This is an optimization exercise on Yosys and OpenROAD, whose aim is small area and a short achievable clock period, not a production implementation. Where RTL was checked, it was by simulation tests only, not by an equivalence proof against the original.

==> inputs of job 1547 <==
## puzzle3_2
module puzzle3_2 (
    input clk,
    input rst_n,
    input [3:0] data_in,
    input wr_en,
    input bank_end,
    output logic [63:0] sum
);
==> module puzzle3_2, before the edit <==
module puzzle3_2 (
    input clk,
    input rst_n,
    input [3:0] data_in,
    input wr_en,
    input bank_end,
    output logic [63:0] sum
);
logic        w1, w2, be1;
logic [3:0]  cnt;
logic [2:0]  ph;
logic [3:0]  dl [0:10];
logic [3:0]  r  [2:9];
logic [33:0] Jn;   
logic [33:0] J;
assign J = ~Jn;
logic fresh, start, stream, drain;
assign fresh  = w1 & w2;
assign start  = fresh & be1;
assign stream = fresh & ~be1 & (cnt == 4'd10);
assign drain  = start | (ph != 3'd0);
logic [3:0] d1, d2, x1, x2, m1, m2, y1, y2, f1, f2, top1, top2, n2;
logic [9:1] le1, le2, eq1, eq2, t1, t2;
logic act;
function automatic [3:0] therm2bin(input [9:1] t);
    therm2bin[3] = t[8];
    therm2bin[2] = t[4] & ~t[8];
    therm2bin[1] = (t[2] & ~t[4]) | (t[6] & ~t[8]);
    therm2bin[0] = (t[1] & ~t[2]) | (t[3] & ~t[4]) | (t[5] & ~t[6]) | (t[7] & ~t[8]) | t[9];
endfunction
function automatic gt4(input [3:0] a, input [3:0] b);
    gt4 = 1'b0;
    for (int i = 0; i < 4; i++) gt4 = (a[i] & ~b[i]) | ((a[i] | ~b[i]) & gt4);
endfunction
function automatic [3:0] inc4s(input [3:0] a);
    logic s;
    s = a[3] & a[2] & a[1] & a[0];
    inc4s[0] = ~a[0] | s;
    inc4s[1] = (a[1] ^ a[0]) | s;
    inc4s[2] = (a[2] ^ (a[1] & a[0])) | s;
    inc4s[3] = a[3] | (a[2] & a[1] & a[0]);
endfunction
function automatic [3:0] dec4s(input [3:0] a);   
    logic z;
    z = ~(a[3] | a[2] | a[1] | a[0]);
    dec4s[0] = ~a[0] & ~z;
    dec4s[1] = a[1] ^ ~a[0] & ~z;
    dec4s[2] = (a[2] ^ (~a[1] & ~a[0])) & ~z;
    dec4s[3] = (a[3] ^ (~a[2] & ~a[1] & ~a[0])) & ~z;
endfunction
function automatic [9:1] dec_eq(input [3:0] d);
    dec_eq[1] = ~d[3] & ~d[2] & ~d[1] &  d[0];
    dec_eq[2] = ~d[3] & ~d[2] &  d[1] & ~d[0];
    dec_eq[3] = ~d[3] & ~d[2] &  d[1] &  d[0];
    dec_eq[4] = ~d[3] &  d[2] & ~d[1] & ~d[0];
    dec_eq[5] = ~d[3] &  d[2] & ~d[1] &  d[0];
    dec_eq[6] = ~d[3] &  d[2] &  d[1] & ~d[0];
    dec_eq[7] = ~d[3] &  d[2] &  d[1] &  d[0];
    dec_eq[8] =  d[3] & ~d[0];
    dec_eq[9] =  d[3] &  d[0];
endfunction
function automatic [9:1] dec_le(input [3:0] d);
    dec_le[1] = 1'b1;
    dec_le[2] = d[3] | d[2] | d[1];
    dec_le[3] = d[3] | d[2] | (d[1] & d[0]);
    dec_le[4] = d[3] | d[2];
    dec_le[5] = d[3] | (d[2] & (d[1] | d[0]));
    dec_le[6] = d[3] | (d[2] & d[1]);
    dec_le[7] = d[3] | (d[2] & d[1] & d[0]);
    dec_le[8] = d[3];
    dec_le[9] = d[3] & d[0];
endfunction
always_comb begin
    act = drain | stream;
    d1 = '0; d2 = '0;
    for (int k = 0; k < 6; k++) begin
        d1 = d1 | ({4{ph == 3'(k)}} & dl[10-k]);
        d2 = d2 | ({4{ph == 3'(k)}} & dl[9-k]);
    end
    f1 = {ph, drain};
    f2 = {ph[2] | (ph[1] & ph[0]), ph[1] ^ ph[0], ~ph[0], 1'b0};
    eq1 = dec_eq(d1); eq2 = dec_eq(d2);
    le1 = dec_le(d1); le2 = dec_le(d2);
    t1[1] = 1'b1; t2[1] = 1'b1;
    for (int v = 2; v <= 9; v++) begin
        t2[v] = gt4({1'b0, r[v][3:1]}, {1'b0, ph});
        t1[v] = gt4(r[v], {ph, 1'b0});
    end
    top1 = therm2bin(t1);
    n2   = therm2bin(t2);
    top2 = gt4(n2, d1) ? n2 : d1;
    x1 = '0; x2 = '0;
    for (int v = 2; v <= 9; v++) begin
        x1 = x1 | ({4{eq1[v]}} & r[v]);
        x2 = x2 | ({4{eq2[v]}} & r[v]);
    end
    m1 = gt4(x1, f1) ? x1 : f1;
    y1 = inc4s(m1);
    x2 = (|(eq2 & le1)) ? y1 : x2;
    m2 = gt4(x2, f2) ? x2 : f2;
    y2 = inc4s(m2);
end
logic [39:0] hz, h;
mul10add u_h1 (.x({6'd0, J}), .d(top1), .y(hz));
mul10add u_h2 (.x(hz), .d(top2), .y(h));
logic [63:0] sum_n;
addsum u_sum (.a(sum), .b((ph == 3'd5) ? h : 40'd0), .s(sum_n));
always_ff @(posedge clk) begin
    dl[0] <= data_in;
    for (int k = 1; k <= 10; k++) dl[k] <= dl[k-1];
    for (int v = 2; v <= 9; v++)
        r[v] <= ({4{drain & le2[v]}} & y2) |
                ({4{act & le1[v] & ~(drain & le2[v])}} & y1) |
                ({4{act & ~le1[v] & ~(drain & le2[v])}} & r[v]);
    Jn <= ~((drain && ph != 3'd5) ? h[33:0] : 34'd0);
end
always_ff @(posedge clk, negedge rst_n) begin
    if (!rst_n) begin
        w1  <= 1'b0;
        w2  <= 1'b0;
        be1 <= 1'b0;
        cnt <= '0;
        ph  <= '0;
        sum <= '0;
    end else begin
        w1  <= wr_en;
        w2  <= w1;
        be1 <= bank_end;
        cnt <= !fresh ? 4'd0 : (cnt == 4'd10) ? cnt : cnt + 4'd1;
        ph  <= start ? 3'd1 : (ph == 3'd0 || ph == 3'd5) ? 3'd0 : ph + 3'd1;
        sum <= sum_n;
    end
end
endmodule
export LEC_CHECK = 0
export ABC_AREA = 1
export CAP_MARGIN = 20
export CORE_MARGIN = 2
export CORE_UTILIZATION = 40
export SLEW_MARGIN = 20
create_clock -name core_clock -period 1000.0 [get_ports {clk}]
standard.sh (not shown) runs the stock make flow with config.mk's settings and CLKGATE_MAP_FILE= SYNTH_SCRIPT=/design/flow/synth_recipe.tcl, a recipe that flattens the netlist after the stock synthesis.
==> flow/flow/run.sh <==
#!/bin/bash
# Layout flow: the standard synthesis, then its combinational logic
# re-mapped by ABC with a stronger area script (registers and adder cells
# untouched), then the standard layout with small port buffers and
# clock tree synthesis without dummy loads.
set -eo pipefail
R=$PWD/orfs/results/sky130hd/puzzle3_2/base
bash standard.sh $R/1_2_yosys.v > 1_standard_synth.log 2>&1
cp $R/1_2_yosys.v synth_standard.v
python3 flow/prep.py synth_standard.v synth_prep.v > 2_prep.log 2>&1
bash flow/reopt.sh synth_prep.v $R/1_2_yosys.v > reopt.ys
yosys -s reopt.ys > 3_reopt.log 2>&1
export BUFFER_PORTS_ARGS="-buffer_cell sky130_fd_sc_hd__buf_1"
export CTS_ARGS="-sink_clustering_enable -repair_clock_nets -dont_use_dummy_load -buf_list sky130_fd_sc_hd__clkbuf_8"
bash standard.sh finish > 4_standard_layout.log 2>&1
==> flow/flow/dontuse.txt <==
-dont_use sky130_fd_sc_hd__lpflow_bleeder_1 -dont_use sky130_fd_sc_hd__lpflow_clkbufkapwr_1 -dont_use sky130_fd_sc_hd__lpflow_clkbufkapwr_16 -dont_use sky130_fd_sc_hd__lpflow_clkbufkapwr_2 -dont_use sky130_fd_sc_hd__lpflow_clkbufkapwr_4 -dont_use sky130_fd_sc_hd__lpflow_clkbufkapwr_8 -dont_use sky130_fd_sc_hd__lpflow_clkinvkapwr_1 -dont_use sky130_fd_sc_hd__lpflow_clkinvkapwr_16 -dont_use sky130_fd_sc_hd__lpflow_clkinvkapwr_2 -dont_use sky130_fd_sc_hd__lpflow_clkinvkapwr_4 -dont_use sky130_fd_sc_hd__lpflow_clkinvkapwr_8 -dont_use sky130_fd_sc_hd__lpflow_decapkapwr_12 -dont_use sky130_fd_sc_hd__lpflow_decapkapwr_3 -dont_use sky130_fd_sc_hd__lpflow_decapkapwr_4 -dont_use sky130_fd_sc_hd__lpflow_decapkapwr_6 -dont_use sky130_fd_sc_hd__lpflow_decapkapwr_8 -dont_use sky130_fd_sc_hd__lpflow_inputiso0n_1 -dont_use sky130_fd_sc_hd__lpflow_inputiso0p_1 -dont_use sky130_fd_sc_hd__lpflow_inputiso1n_1 -dont_use sky130_fd_sc_hd__lpflow_inputiso1p_1 -dont_use sky130_fd_sc_hd__lpflow_inputisolatch_1 -dont_use sky130_fd_sc_hd__lpflow_isobufsrc_1 -dont_use sky130_fd_sc_hd__lpflow_isobufsrc_16 -dont_use sky130_fd_sc_hd__lpflow_isobufsrc_2 -dont_use sky130_fd_sc_hd__lpflow_isobufsrc_4 -dont_use sky130_fd_sc_hd__lpflow_isobufsrc_8 -dont_use sky130_fd_sc_hd__lpflow_isobufsrckapwr_16 -dont_use sky130_fd_sc_hd__lpflow_lsbuf_lh_hl_isowell_tap_1 -dont_use sky130_fd_sc_hd__lpflow_lsbuf_lh_hl_isowell_tap_2 -dont_use sky130_fd_sc_hd__lpflow_lsbuf_lh_hl_isowell_tap_4 -dont_use sky130_fd_sc_hd__lpflow_lsbuf_lh_isowell_4 -dont_use sky130_fd_sc_hd__lpflow_lsbuf_lh_isowell_tap_1 -dont_use sky130_fd_sc_hd__lpflow_lsbuf_lh_isowell_tap_2 -dont_use sky130_fd_sc_hd__lpflow_lsbuf_lh_isowell_tap_4 -dont_use sky130_fd_sc_hd__probe_p_8 -dont_use sky130_fd_sc_hd__probec_p_8 
==> flow/flow/prep.py <==
#!/usr/bin/env python3
# Half adders with an unused output are replaced by the plain gate for the
# output that is used (COUT = A & B, SUM = A ^ B), so that the re-mapping
# step can merge them into the surrounding logic.
import re, sys
src = open(sys.argv[1]).read()
cell_re = re.compile(r'(sky130_fd_sc_hd__\w+)(\s+)(\S+)(\s*)\((.*?)\);', re.S)
pin_re = re.compile(r'\.(\w+)\(([^()]*)\)')
OUT = ('Y', 'X', 'COUT', 'SUM', 'Q', 'Q_N', 'HI', 'LO')
used = {}
cells = list(cell_re.finditer(src))
for m in cells:
    for p, n in pin_re.findall(m.group(5)):
        if p not in OUT:
            used[n.strip()] = True
# nets that leave the module are used too
for m in re.finditer(r'^\s*output\s+(?:\[[^\]]*\]\s*)?([^;]+);', src, re.M):
    for n in m.group(1).split(','):
        used[n.strip()] = True
def port_used(n):
    n = n.strip()
    if n in used:
        return True
    base = re.sub(r'\s*\[\d+\]\s*$', '', n)
    return base in used
out = []
last = 0
nrep = 0
for m in cells:
    if m.group(1).startswith('sky130_fd_sc_hd__ha_'):
        pins = {p: n for p, n in pin_re.findall(m.group(5))}
        cu, su = port_used(pins['COUT']), port_used(pins['SUM'])
        rep = None
        if cu and not su:
            rep = 'sky130_fd_sc_hd__and2_1 %s (.A(%s), .B(%s), .X(%s));' % (m.group(3), pins['A'], pins['B'], pins['COUT'])
        elif su and not cu:
            rep = 'sky130_fd_sc_hd__xor2_1 %s (.A(%s), .B(%s), .X(%s));' % (m.group(3), pins['A'], pins['B'], pins['SUM'])
        if rep:
            nrep += 1
            out.append(src[last:m.start()])
            out.append(rep)
            last = m.end()
out.append(src[last:])
open(sys.argv[2], 'w').write(''.join(out))
print('replaced', nrep, 'half adders')
==> flow/flow/reopt.sh <==
#!/bin/bash
# Writes a Yosys script that re-maps the combinational logic of a mapped
# netlist ($1) with a stronger ABC script and writes the result to $2.
# Flip-flops, latches, adder cells and tie cells are kept as they are, so
# every register keeps its name and cell type.
LIB=$FLOW_HOME/platforms/sky130hd/lib/sky130_fd_sc_hd__tt_025C_1v80.lib
DU=$(cat $(dirname $0)/dontuse.txt)
cat <<EOT
read_liberty -ignore_miss_func $LIB
read_verilog $1
hierarchy -top $FLOW_TOP
setattr -mod -set blackbox 1 sky130_fd_sc_hd__df* sky130_fd_sc_hd__edf* sky130_fd_sc_hd__sdf* sky130_fd_sc_hd__sedf* sky130_fd_sc_hd__dl* sky130_fd_sc_hd__fa_* sky130_fd_sc_hd__ha_* sky130_fd_sc_hd__conb_*
flatten
opt_clean
stat -liberty $LIB
abc -liberty $LIB $DU -script +strash;&get,-n;&deepsyn,-T,60;&dch,-f;&nf,-R,1000;&put
opt_clean -purge
stat -liberty $LIB
write_verilog -noattr -nohex -nodec $2
EOT
==> job 6296 (differences from job 1547) <==
--- a/flow/design.v
+++ b/flow/design.v
@@ -13,5 +13,3 @@
 logic [3:0]  r  [2:9];
-logic [33:0] Jn;   
 logic [33:0] J;
-assign J = ~Jn;
 logic fresh, start, stream, drain;
@@ -114,3 +112,3 @@
                 ({4{act & ~le1[v] & ~(drain & le2[v])}} & r[v]);
-    Jn <= ~((drain && ph != 3'd5) ? h[33:0] : 34'd0);
+    J <= (drain && ph != 3'd5) ? h[33:0] : 34'd0;
 end
==> flow/run.sh (new file) <==
#!/bin/bash
# synth_recipe.tcl (not shown) runs the flow's synth.tcl, then flattens the netlist and writes it again
# the make line also repeats each setting of config.mk as NAME=value (left out here)
make -C /OpenROAD-flow-scripts/flow DESIGN_CONFIG=/design/flow/config.mk WORK_HOME=/design/flow/orfs CLKGATE_MAP_FILE= SYNTH_SCRIPT=/design/flow/synth_recipe.tcl finish
--- a/flow/config.mk
+++ b/flow/config.mk
@@ -11,2 +11,3 @@
 export CORE_UTILIZATION = 40
+export CTS_BUF_LIST = sky130_fd_sc_hd__clkbuf_4 sky130_fd_sc_hd__clkbuf_8
 export SLEW_MARGIN = 20
removed: flow/flow/run.sh
removed: flow/flow/dontuse.txt
removed: flow/flow/prep.py
removed: flow/flow/reopt.sh
removed: flow/standard.sh
==> comparison table <==
| quantity | job 1547 | job 6296 |
|---|---|---|
| Result of the run | complete, no violations | complete, no violations |
| Non-Filler Cell Area, Final | 0.0101 mm² | 0.0118 mm² |
| Met3 routed wirelength | 1140 µm | 1520 µm |
| 1st-pass router iterations | 7 | 5 |
| Wirelength, routed | 21000 µm | 25700 µm |
| Syn avg cell area | 11.8 µm² | 9.20 µm² |
| Average routed wire per standard cell | 18.1 µm | 16.6 µm |
| Met3 global-route usage | 3.67% | 3.45% |
| End point of the worst hold path | dl[4][3] | dl[1][1] |
| Cells after Synth | 781 | 1129 |
| Minimum setup slack after placement | 799.06 ns | 799.06 ns |
| Min Tclk post-route | 201.07 ns | 201.44 ns |
| Fraction of standard cell area that is sequential | 40.0% | 34.2% |
| Nets in the synthesized netlist | 931 | 1284 |
| Placed cell area | 0.00991 mm² | 0.0114 mm² |
| Slowest cell on crit path | sky130_fd_sc_hd__dfrtp_1 | sky130_fd_sc_hd__clkdlybuf4s50_1 |
| Detailed-routing wirelength on met1 | 9530 µm | 11600 µm |
The RTL of job 1547 was laid out without a check of its function.

[afterwards: timing with drivers on the ports]
In the flow no input, the clock included, has a driving cell. The finished layouts below were timed again as built, in two steps. Step 1 sets driving cells, clkbuf_16 on the clock port and buf_2 on the other inputs (assumed; they add their load-dependent delay and slew). Step 2 moves the port delays by t, midway between the first and last clock arrival at a register: inputs arrive t later, outputs are due t later. That takes back most of the time a late clock gives input paths. Slacks: ideal / step 1 / step 2; pairs: ideal / step 1.
| run | t, ns | slack for setup (ns) | worst slew at a driven data input, ns |
|---|---|---|---|
| job 1547 | 0.487 | 798.929 / 798.885 / 799.223 | 0.03 |
| job 6296 | 0.519 | 798.557 / 798.512 / 799.031 | 0.04 |
After both steps setup and hold are still met in every run listed. Setup slack includes reset recovery checks.
